Context: an optimization exercise on an open-source flow, tuned for small area and a short achievable clock period. The choices shown serve that exercise and are no tape-out recipe.

Setup of the baseline:
==> flow/design.v (excerpt) <==
module cordic #(
    parameter data_width = 16,
    parameter iterations = 15
    )(
    input clk,
    input reset_n,
    input logic signed [data_width-1:0] angle,
    input logic signed [data_width-1:0] x_i,
    input logic signed [data_width-1:0] y_i,
    output logic signed [data_width-1:0] cos,
    output logic signed [data_width-1:0] sin,
    input valid_in,
    output logic valid_out
    );
For scale: ~4400 cells after synthesis, ~670 flip-flops, roughly 84 I/O pins, ~31000 um^2 of cells after synthesis.
==> flow/config.mk <==
export PLATFORM = sky130hd
export DESIGN_NAME = cordic
export DESIGN_NICKNAME = cordic
export VERILOG_FILES = /design/flow/design.v
export SDC_FILE = /design/flow/constraint.sdc
export NUM_CORES = 4
export LEC_CHECK = 0
export ABC_AREA = 1
export CAP_MARGIN = 20
export CORE_MARGIN = 2
export CORE_UTILIZATION = 40
export SETUP_SLACK_MARGIN = 2.0
export SLEW_MARGIN = 20
==> flow/constraint.sdc <==
create_clock -name core_clock -period 4.0 [get_ports {clk}]
set_input_delay 0.8000 -clock core_clock [delete_from_list [all_inputs] [get_ports {clk}]]
set_output_delay 0.8000 -clock core_clock [all_outputs]
set_load 0.01 [all_outputs]
standard.sh (not shown) runs the stock make flow with config.mk's settings and CLKGATE_MAP_FILE= SYNTH_SCRIPT=/design/flow/synth_recipe.tcl, a recipe that flattens the netlist after the stock synthesis.
==> flow/flow/run.sh <==
#!/bin/bash
# Standard ORFS layout with two synthesis changes: no full/half adder cell extraction
# (ADDER_MAP_FILE empty) and ABC mapping with flow/abc.script. Everything else, including
# the register mapping, flattening and renaming of synth_recipe.tcl, is unchanged.
set -euo pipefail
W=$PWD
sed "s|log_cmd abc {\*}\$abc_args|log_cmd abc {*}[lreplace \$abc_args 1 1 $W/flow/abc.script]|" \
    "$FLOW_HOME/scripts/synth.tcl" > "$W/synth_abc.tcl"
grep -q "flow/abc.script" "$W/synth_abc.tcl"
sed "s|source \$::env(SCRIPTS_DIR)/synth.tcl|source $W/synth_abc.tcl|" "$W/synth_recipe.tcl" > "$W/my_synth.tcl"
grep -q "synth_abc.tcl" "$W/my_synth.tcl"
bash standard.sh ADDER_MAP_FILE= SYNTH_SCRIPT="$W/my_synth.tcl" finish > "$W/make_finish.log" 2>&1
==> flow/flow/abc.script <==
strash
dch
amap
topo
stime -c
buffer -c
upsize -c
dnsize -c
The following lists how the candidate was set up differently from the baseline:
# the baseline
export LEC_CHECK = 0
export ABC_AREA = 1
export CAP_MARGIN = 20
export CORE_MARGIN = 2
export CORE_UTILIZATION = 40
export SETUP_SLACK_MARGIN = 2.0
export SLEW_MARGIN = 20
create_clock -name core_clock -period 4.0 [get_ports {clk}]
# the candidate
export LEC_CHECK = 0
export ABC_AREA = 1
export CAP_MARGIN = 20
export CORE_MARGIN = 2
export CORE_UTILIZATION = 40
export SETUP_SLACK_MARGIN = 1.8
export SLEW_MARGIN = 20
create_clock -name core_clock -period 4.0 [get_ports {clk}]
==> flow/flow/run.sh <==
#!/bin/bash
# Standard ORFS layout with three changes: synthesis does not extract full/half adder cells
# (ADDER_MAP_FILE empty), so ABC maps all arithmetic to plain gates; every port still gets
# its own buffer, but a sky130_fd_sc_hd__buf_2 rather than the delay cell the default picks;
# and clock tree synthesis inserts no dummy loads.
set -euo pipefail
bash standard.sh ADDER_MAP_FILE= \
  "BUFFER_PORTS_ARGS=-buffer_cell sky130_fd_sc_hd__buf_2" \
  "CTS_ARGS=-sink_clustering_enable -repair_clock_nets -dont_use_dummy_load" \
  finish > make_finish.log 2>&1
removed: flow/flow/abc.script
Results
- Against the baseline as the reference, the candidate delivers a lower global-route usage.
- Die area | the candidate > the baseline
- Clock transition at the registers of the reported paths delta (the candidate -> the baseline): insignificant
- Going from the baseline to the candidate, maximum net fanout on the critical path has increased.
Function was not checked in any run of this note: the RTL went through the layout flow alone.

========
Another version of the RTL of cordic (not shown whole).
Size in the first run: roughly 620 flip-flops, about 84 I/O pins, roughly 41000 sq um of cells after synthesis.
==> flow/config.mk <==
export PLATFORM = sky130hd
export DESIGN_NAME = cordic
export DESIGN_NICKNAME = cordic
export VERILOG_FILES = /design/flow/design.v
export SDC_FILE = /design/flow/constraint.sdc
export NUM_CORES = 4
export LEC_CHECK = 0
export ABC_AREA = 1
export CAP_MARGIN = 20
export CORE_MARGIN = 2
export CORE_UTILIZATION = 40
export SETUP_SLACK_MARGIN = 1.5
export SLEW_MARGIN = 20
==> flow/constraint.sdc <==
create_clock -name core_clock -period 4.0 [get_ports {clk}]
set_input_delay 0.8000 -clock core_clock [delete_from_list [all_inputs] [get_ports {clk}]]
set_output_delay 0.8000 -clock core_clock [all_outputs]
set_load 0.01 [all_outputs]
==> flow/flow/run.sh <==
#!/bin/bash
# Standard ORFS layout, except that synthesis does not extract full/half adder cells
# (ADDER_MAP_FILE empty), so ABC maps all arithmetic to plain gates.
set -euo pipefail
bash standard.sh ADDER_MAP_FILE= finish > make_finish.log 2>&1
Next try:
==> flow/run.sh (new file) <==
#!/bin/bash
# synth_recipe.tcl (not shown) runs the flow's synth.tcl, then flattens the netlist and writes it again
# the make line also repeats each setting of config.mk as NAME=value (left out here)
make -C /OpenROAD-flow-scripts/flow DESIGN_CONFIG=/design/flow/config.mk WORK_HOME=/design/flow/orfs CLKGATE_MAP_FILE= SYNTH_SCRIPT=/design/flow/synth_recipe.tcl finish
Settings changed: CORE_UTILIZATION 40 to 60.
removed: flow/flow/run.sh
removed: flow/standard.sh
Outcome: Design area decreases by 5.1%. Via count decreases by 27%. Wire length decreases by 19%. Clock skew hardly moves. Clock-buffer cell count increases by 6.
Next try:
Settings changed: CORE_UTILIZATION 60 to 40, CTS_BUF_LIST set to sky130_fd_sc_hd__clkbuf_4, CTS_CLUSTER_SIZE set to 20.
=>
- The changed run completed with no timing, DRC or antenna violations
- hold slack is worse by 0.13 ns
- global-route usage falls by 7.9 points
- clock-buffer cell count rises by 127
Next try:
Settings changed: CTS_BUF_LIST sky130_fd_sc_hd__clkbuf_4 to not set, CTS_CLUSTER_SIZE 20 to not set.
Effect:
- sequential share of layout area shrinks by 0.81 points
- via count came out lower by 1.7%
- die area is unchanged
- clock-buffer cell count goes down by 132
- flip-flop and latch count does not change
- wire length goes up by 0.92%
No functional check of the RTL was part of any run of this note.

afterwards: timing with drivers on the ports:
Ports are ideal in the flow. The routed layouts listed here were re-timed in OpenROAD.
Step 1 sets driving cells, clkbuf_16 on the clock port and buf_2 on the other inputs (assumed; they add their load-dependent delay and slew).
Step 2, shift: input delay + t, output delay - t, t = (earliest + latest rising clock arrival at the registers) / 2. This alone moves slack from input paths to output paths.
a / b / c = ideal ports / drivers / drivers and shift; a / b = the first two.
run | shift t [ns] | setup slack, ns | hold WS [ns] | worst setup path at the end | cell pins on the clock port's net
the baseline | 0.716 | 0.403 / 0.403 / 0.403 | 0.313 / 0.313 / 0.313 | register to register | 1
the candidate | 0.676 | 1.907 / 1.907 / 1.907 | 0.080 / 0.036 / 0.325 | register to register | 1
the first run of note 2 | 0.688 | 1.625 / 1.656 / 0.972 | 0.319 / 0.319 / 0.319 | input to register | 1
the second run of note 2 | 0.663 | 1.493 / 1.493 / 0.896 | 0.316 / 0.316 / 0.316 | input to register | 1
the third run of note 2 | 1.031 | 1.469 / 1.469 / 0.585 | 0.190 / 0.149 / 0.307 | input to register | 1
the fourth run of note 2 | 0.670 | 1.480 / 1.480 / 0.929 | 0.318 / 0.318 / 0.318 | input to register | 1
After both steps every run listed still meets setup and hold. For the third run of note 2, which loses most, drivers alone change the setup slack by 0.000 ns; drivers and shift together by -0.884 ns.
